Source: an optimization exercise on an open RTL-to-GDS flow (aim: small area). Production flows keep margins and buffers that such runs may drop. Only simulation tests tie the RTL to the original design; equivalence was not proved. No activity file was given, so power comes from the tool's default toggle rates.

==> flow/design.v (excerpt) <==
module sin_gen #(
  parameter phase_width     = 9,
  parameter data_width      = 16,
  parameter sampling_f      = 4535,    
  parameter clock_cnt_width = 13
)(
  input                        clk,         
  input                        rst,         
  input      [phase_width-1:0] phase_incr,  
  output     [phase_width-1:0] phase_out,
  output     [data_width-1:0]  signal_out,
  output                       fs_out       
);
clock: 10.0 ns
lec_check: 0
abc_area: 1
cap_margin: 20
cell_pad_in_sites_detail_placement: 1
cell_pad_in_sites_global_placement: 2
core_margin: 2
core_utilization: 40
gpl_timing_driven: 1
slew_margin: 20
synth_memory_max_bits: 16384
standard.sh (not shown) runs the stock make flow with config.mk's settings and CLKGATE_MAP_FILE= SYNTH_SCRIPT=/design/flow/synth_recipe.tcl, a recipe that flattens the netlist after the stock synthesis.
==> flow/flow/run.sh <==
#!/bin/bash
set -euo pipefail
W=$PWD
mkdir -p "$W/myscripts"
cp -r "$FLOW_HOME/scripts/." "$W/myscripts/"
cp "$W/flow/abc_area.script" "$W/myscripts/abc_area.script"
bash standard.sh "SCRIPTS_DIR=$W/myscripts" "ADDER_MAP_FILE=" synth > "$W/synth.log" 2>&1
bash standard.sh "BUFFER_PORTS_ARGS=-buffer_cell sky130_fd_sc_hd__buf_1" \
  "CTS_ARGS=-repair_clock_nets -buf_list sky130_fd_sc_hd__clkbuf_8 -dont_use_dummy_load" \
  finish > "$W/layout.log" 2>&1
==> flow/flow/abc_area.script <==
strash
&get -n
&dch -f
&nf -R 1000
&put
topo
Change:
--- a/flow/flow/run.sh
+++ b/flow/flow/run.sh
@@ -8,3 +8,3 @@
 bash standard.sh "BUFFER_PORTS_ARGS=-buffer_cell sky130_fd_sc_hd__buf_1" \
-  "CTS_ARGS=-repair_clock_nets -buf_list sky130_fd_sc_hd__clkbuf_8 -dont_use_dummy_load" \
+  "CTS_ARGS=-sink_clustering_enable -repair_clock_nets -buf_list sky130_fd_sc_hd__clkbuf_8 -sink_clustering_size 50 -sink_clustering_max_diameter 300 -dont_use_dummy_load" \
   finish > "$W/layout.log" 2>&1
CELL_PAD_IN_SITES_DETAIL_PLACEMENT = 2   (was 1)
CELL_PAD_IN_SITES_GLOBAL_PLACEMENT = 4   (was 2)
CORE_UTILIZATION = 30   (was 40)
GPL_TIMING_DRIVEN = 0   (was 1)
Effect: Power stays flat; core utilization fell by 11 points; clock-buffer cell count does not change; wire length rose by about 10%.
Change:
--- a/flow/flow/run.sh
+++ b/flow/flow/run.sh
@@ -8,3 +8,3 @@
 bash standard.sh "BUFFER_PORTS_ARGS=-buffer_cell sky130_fd_sc_hd__buf_1" \
-  "CTS_ARGS=-sink_clustering_enable -repair_clock_nets -buf_list sky130_fd_sc_hd__clkbuf_8 -sink_clustering_size 50 -sink_clustering_max_diameter 300 -dont_use_dummy_load" \
+  "CTS_ARGS=-sink_clustering_enable -repair_clock_nets -buf_list sky130_fd_sc_hd__clkbuf_4 -dont_use_dummy_load" \
   finish > "$W/layout.log" 2>&1
CELL_PAD_IN_SITES_DETAIL_PLACEMENT = 0   (was 2)
CELL_PAD_IN_SITES_GLOBAL_PLACEMENT = 1   (was 4)
CORE_UTILIZATION = 50   (was 30)
GPL_TIMING_DRIVEN = 1   (was 0)
The new run finished with timing, DRC and antenna clean.
Sequential power stays flat.
Final cell count is lower by 6.2%.
Non-clock buffer count is higher by 4.
Wire length is lower by 21%.
Clock-buffer cell count does not change.
Flip-flop and latch count is unchanged.
Total power is lower by 11%.
Combinational power is about the same.
Sequential share of layout area is higher by 1.1 points.
Change:
CELL_PAD_IN_SITES_DETAIL_PLACEMENT = 1   (was 0)
CELL_PAD_IN_SITES_GLOBAL_PLACEMENT = 2   (was 1)
CORE_UTILIZATION = 40   (was 50)
The new run finished clean; die area is higher by a quarter to a third; sequential power stays flat; power is higher slightly; global-route usage is lower by 1.4 points.
Change:
CELL_PAD_IN_SITES_DETAIL_PLACEMENT = 2   (was 1)
CELL_PAD_IN_SITES_GLOBAL_PLACEMENT = 4   (was 2)
CORE_UTILIZATION = 60   (was 40)
PLACE_DENSITY = 0.75   (was unset)
=> With this change the flow died in global placement without I/O; area after synthesis stays the same; synthesized cell count stays the same.
Change:
CORE_UTILIZATION = 30   (was 60)
GPL_TIMING_DRIVEN = unset   (was 1)
PLACE_DENSITY = unset   (was 0.75)
After rerunning: With this change the flow went through all stages and came out clean. Area after synthesis is unchanged. Synthesized cell count is unchanged.

[static timing again, ports no longer ideal]
No port has a modelled driver above. Below, the same layouts with a new extraction and two added sets of constraints. Step 1: set_driving_cell puts a clkbuf_16 on clk and a buf_2 on each other input, an assumption about the parent block. Step 2, shift: input delay + t, output delay - t, t = (earliest + latest rising clock arrival at the registers) / 2. This alone moves slack from input paths to output paths. Three values: ideal ports, drivers, drivers and shift; two values: the first two.
run	t (ns)	setup slack, ns	latest minus earliest clock arrival (ns)	slew at the worst register clock pin (ns)	pins driven straight from the clock port
the first run	0.294	2.272 / 2.246 / 2.540	0.016 / 0.016	0.07 / 0.07	1
the second run	0.305	2.061 / 2.031 / 2.336	0.006 / 0.006	0.06 / 0.06	1
the third run	0.339	2.586 / 2.561 / 2.899	0.029 / 0.029	0.10 / 0.10	1
the fourth run	0.338	2.201 / 2.177 / 2.515	0.025 / 0.025	0.10 / 0.10	1
the sixth run	0.337	2.693 / 2.668 / 3.005	0.017 / 0.017	0.09 / 0.09	1
After both steps setup and hold are still met in every run listed.
